From an optimization exercise on the open Yosys and OpenROAD flow, aimed at small area, a short achievable clock period and few clock cycles; shortcuts taken in it are not production practice.
In this exercise RTL edits were held to simulation tests only and were not proved equivalent to the original.
Power and IR drop assume default switching activity.

==> flow/design.v <==
`default_nettype none
module or32_lzc (
    input  wire [31:0] i_v,
    output wire [5:0]  o_n     
);
    wire        z16 = ~|i_v[31:16];
    wire [15:0] v16 = z16 ? i_v[15:0] : i_v[31:16];
    wire        z8  = ~|v16[15:8];
    wire [7:0]  v8  = z8 ? v16[7:0] : v16[15:8];
    wire        z4  = ~|v8[7:4];
    wire [3:0]  v4  = z4 ? v8[3:0] : v8[7:4];
    wire        z2  = ~|v4[3:2];
    wire [1:0]  v2  = z2 ? v4[1:0] : v4[3:2];
    wire        z1  = ~v2[1];
    wire        zz  = ~|i_v;
    assign o_n = zz ? 6'd32 : {1'b0, z16, z8, z4, z2, z1};
endmodule
`default_nettype none
module or32(
    input               i_rst,
    input               i_clk,
    output reg [31:0]   o_addr,
    output reg [31:0]   o_dat_w,
    output reg [3:0]    o_we,
    input      [31:0]   i_dat_r,
    output reg          o_stb,
    input               i_ack
);
    reg         rst;                 
    reg [31:0]  r [0:14];            
    reg [31:0]  fpc;                 
    reg         bus_wait;            
    reg [1:0]   bk;                  
    reg         fkill;               
    reg         mem_pend;            
    reg         mem_ld;              
    reg         st_chk;              
    localparam BK_F = 2'd0, BK_L = 2'd1, BK_S = 2'd2;
    reg [31:0]  ir, fb;
    reg         ir_v, fb_v;
    reg [3:0]   q_r1a;               
    reg         q_p1r;               
    reg         q_use1, q_use2;      
    reg         q_wr;                
    reg         q_x;                 
    reg         q_jz, q_ims, q_shift, q_mul, q_div, q_ld, q_st;
    reg         q_stdat;             
    reg [11:0]  q_xo;                
    reg         q_inv;
    reg         x_v;
    reg [11:0]  xo;
    reg         x_inv;               
    reg         x_lb;                
    reg         x_w15;               
    reg         x_fin;               
    reg [3:0]   x_d;
    reg [7:0]   x_a1;
    reg [31:0]  x_a, x_b;
    reg [31:0]  acc;                 
    reg [31:0]  q;                   
    reg [4:0]   cnt;
    reg [1:0]   dph;                 
    reg         pb;                  
    reg         mfirst;              
    localparam XO_SUM = 0, XO_MUL = 1, XO_DIV = 2, XO_AND = 3, XO_OR = 4, XO_SHL = 5,
               XO_SHR = 6, XO_LD = 7, XO_ST = 8, XO_IMS = 9, XO_LTU = 10, XO_JZ = 11;
    reg         ld_pend;             
    reg         ld_wb;               
    reg [3:0]   ld_d;
    reg         ld_15;
    reg         ld_b;
    reg [1:0]   ld_sel;
    reg [31:0]  ld_data;
    wire [31:0] ir_in = fb_v ? fb : i_dat_r;
    wire [7:0]  n_op = ir_in[7:0];
    wire [7:0]  n_a1 = ir_in[15:8];
    wire [7:0]  n_a2 = ir_in[23:16];
    wire [7:0]  n_a3 = ir_in[31:24];
    wire        n_is7 = (n_op[7:4] == 4'h7);
    wire [3:0]  n_opc = n_op[3:0];
    wire [15:0] n_oh = n_is7 ? (16'd1 << n_opc) : 16'd0;
    wire n_alu  = n_oh[0] | n_oh[1] | n_oh[4] | n_oh[5] | n_oh[6] | n_oh[7] | n_oh[13];
    wire n_mul  = n_oh[2];
    wire n_div  = n_oh[3];
    wire n_ld   = n_oh[8] | n_oh[10];
    wire n_st   = n_oh[9] | n_oh[11];
    wire n_ims  = n_oh[12];
    wire n_jz   = n_oh[14];
    wire n_a1r  = (n_a1[7:4] == 4'h8);
    wire n_a2r  = (n_a2[7:4] == 4'h8);
    wire n_a3r  = (n_a3[7:4] == 4'h8);
    wire n_two  = n_alu | n_mul | n_div | n_ld | n_st;
    wire [7:0] a1 = ir[15:8];
    wire [7:0] a2 = ir[23:16];
    wire [7:0] a3 = ir[31:24];
    wire [3:0] dd = a1[3:0];
    wire [31:0] rv [0:15];
    genvar gi;
    generate
        for (gi = 0; gi < 15; gi = gi + 1) begin : g_rv
            assign rv[gi] = r[gi];
        end
    endgenerate
    assign rv[15] = fpc;
    wire        x_st = xo[XO_ST];
    wire        x_sthold = x_v & x_st;
    wire [3:0]  p1a = x_sthold ? x_a1[3:0] : q_r1a;
    wire [31:0] p1 = rv[p1a];
    wire [31:0] p2 = rv[a3[3:0]];
    wire [7:0]  pimm = q_jz ? a1 : a2;
    wire [31:0] Ap1 = q_p1r ? p1 : {{24{pimm[7]}}, pimm};
    wire [31:0] A3  = (a3[7:4] == 4'h8) ? p2 : {{24{a3[7]}}, a3};
    wire [31:0] ims_v = {p1[15:0], a3, a2};
    wire [31:0] jz_tgt = fpc + {{14{a3[7]}}, a3, a2, 2'b00};
    wire [31:0] xa_in = q_ims ? ims_v : (q_shift ? A3 : Ap1);
    wire [31:0] xb_in = q_jz ? jz_tgt : (q_shift ? Ap1 : A3);
    wire        x_mul = xo[XO_MUL];
    wire        x_div = xo[XO_DIV];
    wire        x_ld  = xo[XO_LD];
    wire        x_jz  = xo[XO_JZ];
    wire        x_wr  = ~x_ld & ~x_st & ~x_jz;
    wire [32:0] sum33 = {1'b0, x_a} + {1'b0, x_inv ? ~x_b : x_b} + {32'd0, x_inv};
    wire [31:0] sum = sum33[31:0];
    wire        cout = sum33[32];
    wire [4:0]  sh_amt = x_div ? cnt : x_a[4:0];
    wire        sh_big = ~x_div & (|x_a[31:5]);
    wire [31:0] shl_r = sh_big ? 32'd0 : (x_b << sh_amt);
    wire [31:0] shr_r = sh_big ? 32'd0 : (x_b >> sh_amt);
    wire [2:0] bd0 = {x_b[1], x_b[0], pb};
    wire [2:0] bd1 = {x_b[3], x_b[2], x_b[1]};
    wire b0_one = bd0[0] ^ bd0[1];
    wire b0_two = (bd0 == 3'b011) | (bd0 == 3'b100);
    wire b0_neg = bd0[2] & ~(bd0[1] & bd0[0]);
    wire b1_one = bd1[0] ^ bd1[1];
    wire b1_two = (bd1 == 3'b011) | (bd1 == 3'b100);
    wire b1_neg = bd1[2] & ~(bd1[1] & bd1[0]);
    wire [31:0] m0 = b0_one ? x_a : (b0_two ? {x_a[30:0], 1'b0} : 32'd0);
    wire [31:0] m1 = b1_one ? {x_a[29:0], 2'b0} : (b1_two ? {x_a[28:0], 3'b0} : 32'd0);
    wire [31:0] row0 = b0_neg ? ~m0 : m0;
    wire [31:0] row1 = b1_neg ? ~m1 : m1;
    wire [31:0] cs_s = acc ^ row0 ^ row1;
    wire [31:0] cs_c = {(acc[30:0] & row0[30:0]) | (acc[30:0] & row1[30:0]) |
                        (row0[30:0] & row1[30:0]), b0_neg};
    wire [32:0] acc_n33 = {cs_s, 1'b1} + {cs_c, b1_neg};
    wire [31:0] acc_n = acc_n33[32:1];
    wire        m_last = (&x_b[31:3]) | ~(|x_b[31:3]);
    wire        sm_a = (&x_a[31:7]) | ~(|x_a[31:7]);
    wire        sm_b = (&x_b[31:7]) | ~(|x_b[31:7]);
    wire        m_swap = mfirst & ~sm_b & sm_a;
    wire [5:0] lz_a, lz_b;
    or32_lzc u_lza (.i_v(x_a), .o_n(lz_a));
    or32_lzc u_lzb (.i_v(x_b), .o_n(lz_b));
    wire       dv_dz  = lz_b[5];
    wire       dv_neg = (lz_a > lz_b);
    wire [4:0] dv_s   = lz_b[4:0] - lz_a[4:0];
    wire [31:0] q_n   = {q[30:0], cout};
    wire x_done = x_v & x_fin & ~(x_ld ? (mem_pend | ld_pend) :
                                  x_st ? mem_pend :
                                  x_jz ? 1'b0 : ld_wb);
    wire [31:0] x_res = ({32{xo[XO_SUM]}} & sum) |
                        ({32{xo[XO_MUL]}} & acc) |
                        ({32{xo[XO_DIV]}} & (dph[0] ? q : q_n)) |
                        ({32{xo[XO_AND]}} & (x_a & x_b)) |
                        ({32{xo[XO_OR]}}  & (x_a | x_b)) |
                        ({32{xo[XO_SHL]}} & shl_r) |
                        ({32{xo[XO_SHR]}} & shr_r) |
                        ({32{xo[XO_IMS]}} & x_a) |
                        {31'd0, xo[XO_LTU] & ~cout};
    wire [31:0] maddr = {sum[31:2], 2'b00};
    wire        x_a1r = (x_a1[7:4] == 4'h8);
    wire [31:0] fpcm4 = {fpc[31:2] - 30'd1, fpc[1:0]};
    wire [31:0] st_rip = ir_v ? fpcm4 : fpc;
    wire [31:0] st_d  = ~x_a1r ? {{24{x_a1[7]}}, x_a1} :
                        (x_a1[3:0] == 4'hF) ? st_rip : p1;
    reg  [3:0]  st_we;
    always @(*) begin
        case (sum[1:0])
            2'd0: st_we = 4'b0001;
            2'd1: st_we = 4'b0010;
            2'd2: st_we = 4'b0100;
            default: st_we = 4'b1000;
        endcase
        if (~x_lb) st_we = 4'b1111;
    end
    wire [31:0] st_dw = x_lb ? {4{st_d[7:0]}} : st_d;
    wire hz_x  = x_v & (x_wr | x_ld) & ((q_use1 & (q_r1a == x_d)) | (q_use2 & (a3[3:0] == x_d)) |
                                        (x_ld & q_wr & (dd == x_d)) |
                                        (x_ld & q_stdat & (dd == x_d)));
    wire hz_ld = ld_pend & ((q_use1 & (q_r1a == ld_d)) | (q_use2 & (a3[3:0] == ld_d)) |
                            ((q_wr | q_stdat) & (dd == ld_d)));
    wire x_blk   = x_v & (x_st | x_jz | x_w15);      
    wire r_stall = hz_x | hz_ld | x_blk | st_chk;
    wire x_free  = ~x_v | x_done;
    wire r_go    = ir_v & ~r_stall & (~q_x | x_free);
    wire r_free  = ~ir_v | r_go;
    wire jzt      = x_v & x_jz & ~(|x_a);
    wire hold     = (x_v & x_w15) | (ld_pend & ld_15);
    wire smc      = st_chk & ((ir_v & (o_addr[31:2] == fpcm4[31:2])) |
                              (o_addr[31:2] == fpc[31:2]));
    wire flush    = jzt | hold | smc;
    wire mem_go   = x_done & (x_ld | x_st);
    wire xj       = x_done & x_w15 & x_wr;
    wire [31:0] ld_val = ~ld_b ? ld_data :
                         {24'd0, (ld_sel == 2'd0) ? ld_data[7:0] :
                                 (ld_sel == 2'd1) ? ld_data[15:8] :
                                 (ld_sel == 2'd2) ? ld_data[23:16] : ld_data[31:24]};
    wire lj       = ld_wb & ld_15;
    wire arr      = i_ack & bus_wait & (bk == BK_F) & ~fkill;
    wire ir_load  = ~flush & r_free & (fb_v | arr);
    wire ir_v_nx  = ~flush & (r_free ? (fb_v | arr) : ir_v);
    wire fb_v_nx  = ~flush & ~r_free & (fb_v | arr);
    wire [31:0] fpc_base = jzt ? x_b : ((smc & ir_v) ? fpcm4 : fpc);
    wire [31:0] fpc_seq  = ir_load ? fpc + 32'd4 : fpc_base;
    wire can_issue = ~o_stb & (~bus_wait | i_ack);
    wire f_go = can_issue & ~mem_go & ~mem_pend & ~hold & ~fb_v & ~(ir_v & arr);
    wire        rf_we = (ld_wb & ~ld_15) | (x_done & x_wr & ~x_w15);
    wire [3:0]  rf_wa = ld_wb ? ld_d : x_d;
    wire [31:0] rf_wd = ld_wb ? ld_val : x_res;
    integer k;
    always @(posedge i_clk) begin
        rst <= i_rst;
        for (k = 0; k < 15; k = k + 1)
            if (rf_we && rf_wa == k) r[k] <= rf_wd;
        if (xj)
            fpc <= x_res;
        else if (lj)
            fpc <= ld_val;
        else
            fpc <= fpc_seq;
        if (r_free) begin
            ir      <= ir_in;
            q_r1a   <= (n_ims | n_jz) ? n_a1[3:0] : n_a2[3:0];
            q_p1r   <= n_jz ? n_a1r : n_a2r;
            q_use1  <= (n_two & n_a2r) | n_ims | (n_jz & n_a1r);
            q_use2  <= n_two & n_a3r;
            q_wr    <= n_alu | n_ims | n_mul | n_div | n_ld;
            q_x     <= n_two | n_ims | n_jz;
            q_jz    <= n_jz;
            q_ims   <= n_ims;
            q_shift <= n_oh[6] | n_oh[7];
            q_mul   <= n_mul;
            q_div   <= n_div;
            q_ld    <= n_ld;
            q_st    <= n_st;
            q_stdat <= n_st & n_a1r;
            q_xo    <= 12'd0;
            q_xo[XO_SUM] <= n_oh[0] | n_oh[1];
            q_xo[XO_MUL] <= n_mul;
            q_xo[XO_DIV] <= n_div;
            q_xo[XO_AND] <= n_oh[4];
            q_xo[XO_OR]  <= n_oh[5];
            q_xo[XO_SHL] <= n_oh[6];
            q_xo[XO_SHR] <= n_oh[7];
            q_xo[XO_LD]  <= n_ld;
            q_xo[XO_ST]  <= n_st;
            q_xo[XO_IMS] <= n_ims;
            q_xo[XO_LTU] <= n_oh[13];
            q_xo[XO_JZ]  <= n_jz;
            q_inv   <= n_oh[1] | n_oh[3] | n_oh[13];
        end
        if (~r_free & ~fb_v) fb <= i_dat_r;
        ir_v <= ir_v_nx;
        fb_v <= fb_v_nx;
        o_stb <= ~i_rst & can_issue & (mem_go | mem_pend | f_go);
        bus_wait <= o_stb | (bus_wait & ~i_ack);
        if (can_issue)
            bk <= (mem_go | mem_pend) ? ((mem_go ? x_ld : mem_ld) ? BK_L : BK_S) : BK_F;
        mem_pend <= (mem_go | mem_pend) & ~can_issue;
        if (mem_go) mem_ld <= x_ld;
        st_chk <= mem_go & x_st;
        if (can_issue & f_go) fkill <= 1'b0;
        else if (flush) fkill <= 1'b1;
        if (mem_go) begin
            o_addr  <= maddr;
            o_we    <= x_st ? st_we : 4'b0000;
            o_dat_w <= st_dw;
        end else if (~mem_pend) begin
            o_addr  <= fpc_seq;
            o_we    <= 4'b0000;
        end
        if (r_go & q_x) begin
            xo     <= q_xo;
            x_inv  <= q_inv;
            x_lb   <= ir[1];
            x_w15  <= q_wr & (dd == 4'hF);
            x_d    <= dd;
            x_a1   <= a1;
            x_a    <= xa_in;
            x_b    <= xb_in;
            acc    <= 32'd0;
            pb     <= 1'b0;
            dph    <= 2'd0;
            mfirst <= 1'b1;
            x_fin  <= ~(q_mul | q_div);
        end else if (x_v & x_mul & ~x_fin) begin
            mfirst <= 1'b0;
            if (m_swap) begin
                x_a   <= x_b;
                x_b   <= x_a;
            end else begin
                x_a   <= {x_a[27:0], 4'd0};
                x_b   <= {{4{x_b[31]}}, x_b[31:4]};
                pb    <= x_b[3];
                acc   <= acc_n;
                x_fin <= m_last;      
            end
        end else if (x_v & x_div) begin
            case (dph)
                2'd0: begin
                    if (dv_dz | dv_neg) begin
                        dph   <= 2'd3;       
                        x_fin <= 1'b1;
                    end else begin
                        cnt <= dv_s;
                        dph <= 2'd1;
                    end
                end
                2'd1: begin
                    x_b   <= shl_r;
                    dph   <= 2'd2;
                    x_fin <= (cnt == 5'd0);
                end
                2'd2: begin
                    if (~(x_fin & ld_wb)) begin
                        if (cout) x_a <= sum;
                        x_b   <= {1'b0, x_b[31:1]};
                        cnt   <= cnt - 5'd1;
                        x_fin <= (cnt == 5'd1);
                    end
                end
                default: ;
            endcase
        end
        if (x_v & x_div) begin
            if (dph == 2'd0) begin
                if (~dv_dz) q <= 32'd0;
            end else if (dph == 2'd2) begin
                if (~(x_fin & ld_wb)) q <= q_n;
            end
        end
        x_v <= (r_go & q_x) | (x_v & ~x_done);
        if (bus_wait & (bk == BK_L)) ld_data <= i_dat_r;
        ld_wb <= i_ack & bus_wait & (bk == BK_L);
        if (mem_go & x_ld) begin
            ld_pend <= 1'b1;
            ld_d    <= x_d;
            ld_15   <= x_w15;
            ld_b    <= x_lb;
            ld_sel  <= sum[1:0];
        end else if (ld_wb)
            ld_pend <= 1'b0;
        if (rst) begin
            o_stb      <= ~i_rst;        
            o_addr     <= 32'd0;
            o_we       <= 4'b0000;
            bk         <= BK_F;
            bus_wait   <= 1'b0;
            fkill      <= 1'b0;
            mem_pend   <= 1'b0;
            st_chk     <= 1'b0;
            fpc        <= 32'd0;
            r[14]      <= 32'd0;
            ir_v       <= 1'b0;
            fb_v       <= 1'b0;
            x_v        <= 1'b0;
            q          <= 32'd0;
            ld_pend    <= 1'b0;
            ld_wb      <= 1'b0;
        end
    end
endmodule
==> flow/flow/run.sh <==
#!/bin/bash
set -euo pipefail
bash standard.sh SETUP_SLACK_MARGIN=9 finish > standard.log 2>&1
==> flow/standard.sh <==
#!/bin/bash
# synth_recipe.tcl (not shown) runs the flow's synth.tcl, then flattens the netlist and writes it again
# the make line also repeats each setting of config.mk as NAME=value (left out here)
make -C /OpenROAD-flow-scripts/flow DESIGN_CONFIG=/design/flow/config.mk WORK_HOME=/design/flow/orfs CLKGATE_MAP_FILE= SYNTH_SCRIPT=/design/flow/synth_recipe.tcl "${@:-finish}"
==> flow/config.mk <==
export PLATFORM = sky130hd
export DESIGN_NAME = or32
export DESIGN_NICKNAME = or32
export VERILOG_FILES = /design/flow/design.v
export SDC_FILE = /design/flow/constraint.sdc
export NUM_CORES = 4
export LEC_CHECK = 0
export ABC_CLOCK_PERIOD_IN_PS = 4000
export CAP_MARGIN = 20
export CORE_MARGIN = 2
export CORE_UTILIZATION = 40
export SLEW_MARGIN = 20
export TNS_END_PERCENT = 5
==> flow/constraint.sdc <==
create_clock -name core_clock -period 13.0 [get_ports {i_clk}]
set_input_delay 2.6000 -clock core_clock [delete_from_list [all_inputs] [get_ports {i_clk}]]
set_output_delay 2.6000 -clock core_clock [all_outputs]
set_load 0.01 [all_outputs]
==> results.yml <==
run_status:
  status: "timing/DRC/antenna clean"
critical_path:
  cp.buffers_inverters: 2
  reg2reg_from: "x_a1[3]"
  arrival_ns: 5.39
  critPathSlowestCell: "a211oi_1"
  start_kind: "register"
  critPathTopFamily: "compound AO/OA/AOI/OAI gates"
  crit_type: "reg2reg"
  critPathRequiredTime_ns: 13.58
  timing.critical_path.mode_cell: "a21oi_1"
  rr_endpoint: "x_b[15]"
  r2r_cells: 12
  cpPeakStageDelay_ns: 0.77
  crit_fanout: 16
  ff2ff_setup_slack_ns: 8.19
  cp-end-kind: "register"
  path_cells: "nand2_1, mux2_2, nor2_2, buf_4, a222oi_1, and3_1, a31oi_1, buf_4, a21oi_1, a211oi_1, a21oi_1, a21oi_1"
  crit_start: "x_a1[3]"
sta:
  clock_skew_ns: 0.0422
  relSlewSlack_pct: 22.0
  rsz0062_at_grt: "true"
  slew_viol_final: 0
  tns_ns: 0
  fmax_ghz: 0.208
  period_minus_slack_ns: 4.81
  finalHoldViolCount: 0
  period_share_pct: 37.0
  tightest_slew_ns: 1.16
  timing.hold.ws_ns: 0.402
  finalSetupViolations: 0
floorplanning:
  dieArea_mm2: 0.143
  rows: 137
  num_io_pins: 104
  die_h_um: 379
  die_w_um: 379
  initial_core_util_pct: 40.3
  core_area_mm2: 0.139
power:
  intPower_w: 0.00520
  p_sw_share_pct: 28.8
  power.clock.fraction_pct: 39.6
  switchingPower_w: 0.00211
  vdd.ir_drop.worst_mv: 0.101
  power.density_mw_per_mm2: 110
  pwr-share-comb_pct: 18.0
  pwr-share-seq_pct: 42.4
  p_leak_nw: 23.8
drt:
  route.vias.total: 55900
  highest_layer: "met5"
  viasPerCell: 7.16
  drt_iter0_drc: 11100
  ant_nets: 0
  wl_um: 287000
  wl_met2_um: 114000
  drc_errors: 0
  wl_met3_um: 45700
  wire_per_inst_um: 36.8
  first_pass_iters: 10
  wl_met1_um: 104000
clocking:
  cts_hold_buf: 0
  clkTransAtPathRegs_ns: 0.08
  cts_tree: "yes"
  cts_root_buf: "clkbuf_16"
  cts_buffers: 97
  clkLatencyLatePin_ns: 0.74
  h-tree-depth: 3
  cts_sinks: 876
  clk_path_buf_depth: 3
min_path:
  min_path_type: "reg2reg"
  hold_path_depth: 0
  min_to: "xo[4]"
  min-delay-start: "q_xo[4]"
final_layout:
  drive_above_1_share_pct: 17.4
  fin_cells: 7810
  utilization_pct: 47.9
  syn2layout_area_growth_pct: 18.8
  nFillCells: 12700
  multi_input_area_mm2: 0.0313
  fin_nets: 6029
  ff_latch_area_mm2: 0.0245
logic_synthesis:
  syn_inst: 5715
  synth-async-reset-ratio_pct: 0
  synth.net_count: 5898
  synth-seq-area-share_pct: 43.6
  avgSynthCellArea_um2: 9.82
  synth_area_mm2: 0.0561
  synth-seq-cells: 876
  synth_edf_count: 694
  synth-main-ff-cell: "edfxtp_1"
  synth.distinct_cells: 93
  yosysWarningCount: 2
  yosys.area.top_type: "edfxtp_1"
  yosysTopAreaCellShare_pct: 37.1
  synth.area.top_cells: "edfxtp_1, dfxtp_1, a22oi_1"
global_route:
  first_global_vias: 50800
  antenna_found_initial: 28
  grt_pass1_wl_um: 394000
  grt_use_total_pct: 38.8
  grt_max_degree: 60
  gr-total-overflow: 0
job:
  max_cap_viol_count: 0
place:
  dp_hpwl_um: 189000
  gp_congestion: 1.07
  dp.cells: 7432
  io_buffers: 103
## layout by cell type (no fill, tap or decap), types with 32 or more instances in the layout
master	Yosys	layout
nand3_1	158	151
xnor2_1	172	166
a22o_1	73	73
o21ai_0	262	229
and3_1	35	32
nor3_1	109	99
nand2_1	414	407
a211oi_1	54	51
a31oi_1	44	42
ha_1	114	88
a21oi_1	348	323
or3_1	35	33
dfxtp_1	182	156
clkdlybuf4s50_1	0	101
a22oi_1	473	454
a221oi_1	99	95
o221ai_1	46	43
edfxtp_1	694	694
buf_4	1	346
o211ai_1	74	74
inv_1	99	88
mux2i_1	249	230
a222oi_1	52	52
nor2_1	462	405
nand2b_1	67	66
mux2_2	87	83
buf_12	0	32
nand4_1	101	101
clkbuf_16	0	100
o22ai_1	43	42
a21o_1	92	90
xor2_1	132	127
nor2_4	0	41
## cell type report
type / instances / area share, %
Antenna cell: 7 / 0.0263
Clock buffer: 127 / 3.98
Clock inverter: 53 / 0.940
Inverter: 101 / 0.627
Multi-Input combinational cell: 4252 / 46.9
Sequential cell: 876 / 36.8
Tap cell: 1876 / 3.52
Timing Repair Buffer: 517 / 7.19
Timing Repair inverter: 1 / 0.0113
## flip-flops by register name, summed over array words and instances, names as in the netlist, 11 cells and up
register / cells
acc: 32
fb: 32
fpc: 32
ir: 25
ld_data: 32
o_addr: 32
o_dat_w: 32
q: 32
q_xo: 11
r: 480
x_a: 32
x_b: 32
xo: 12
## worst max-delay path by stage
stage / to / cells past startpoint
global route: acc[30] / 19
detailed placement: acc[30] / 19
global placement: acc[30] / 19
finish: x_b[15] / 12
CTS: r[3][29] / 14
floorplan: fpc[28] / 10
## cells by family after synthesis
group	after synthesis	synth area share, %
muxes	358	7.07
xor gates and xnor gates	304	4.74
adders and majority gates	148	3.75
AOI/OAI and AO/OA	1887	23.6
DFF	876	43.6
and+or+nand+nor	1551	13.2
buffers and inverters	591	4.02
## stage by stage
stage               setup slack (ns)  total power [W]  cell area, um2
floorplan                       8.53          0.00383           56200
global placement                6.97          0.00422           59900
detailed placement              6.90          0.00422           59900
CTS                             8.47          0.00721           65700
global route                    8.30          0.00748           66700
finish                          8.19          0.00731           66700
## power by group through the flow
stage / Clock [W] / Sequential (W) / Combinational, W
final: 0.00290 / 0.00309 / 0.00132
after global routing: 0.00301 / 0.00310 / 0.00138
after CTS: 0.00290 / 0.00309 / 0.00122
after detailed placement: 0 / 0.00316 / 0.00106
after global placement: 0 / 0.00316 / 0.00106
after floorplan: 0 / 0.00312 / 0.000711
## repair_timing
action	in CTS	in global routing
pin swaps	77	63
setup buffers	128	52
gates resized for setup	291	96
cloned	8	3
setup endpoints to repair	837	816
## Yosys cell counts, drive strengths merged (39+ instances only)
| library cell | number |
|---|---|
| edfxtp | 694 |
| a22oi | 473 |
| nor2 | 462 |
| clkbuf | 417 |
| nand2 | 414 |
| a21oi | 350 |
| o21ai | 264 |
| mux2i | 249 |
| dfxtp | 182 |
| xnor2 | 172 |
| nand3 | 158 |
| xor2 | 132 |
| ha | 114 |
| nor3 | 109 |
| a221oi | 102 |
| nand4 | 101 |
| inv | 100 |
| a21o | 92 |
| mux2 | 87 |
| o211ai | 74 |
| a22o | 73 |
| buf | 73 |
| nand2b | 67 |
| a211oi | 55 |
| a222oi | 52 |
| o221ai | 46 |
| a31oi | 44 |
| o22ai | 43 |
| nor4 | 39 |
## layer usage
metal  vias to the layer above  track usage (%)
met1                     26900             51.0
met3                      1231             14.4
li1                      22400                -
met5                         -                0
met4                        28             24.9
met2                      5246             53.3
Testbench counts, summed over its fixed seeds: cycles 176,329.

re-timing with driven ports:
In the flow no input, the clock included, has a driving cell. The finished layout below was timed again as built, in two steps.
Step 1 (the two cells are an assumption about what drives the block):
set clk [get_ports {i_clk}]
set_driving_cell -lib_cell sky130_fd_sc_hd__clkbuf_16 $clk
set_driving_cell -lib_cell sky130_fd_sc_hd__buf_2 [delete_from_list [all_inputs] $clk]
Step 2 also shifts input and output timing later by t, the mid clock arrival at the registers, as if the neighbouring blocks saw the same clock.
Slacks: no drivers / after step 1 / after step 2; pairs: no drivers / after step 1.
shift t [ns]: 0.806
setup slack, ns: 8.188 / 8.188 / 7.750
cell pins on the clock port's net: 1
After both steps this run still meets setup and hold. For this run, drivers alone change the setup slack by 0.000 ns; drivers and shift together by -0.438 ns.
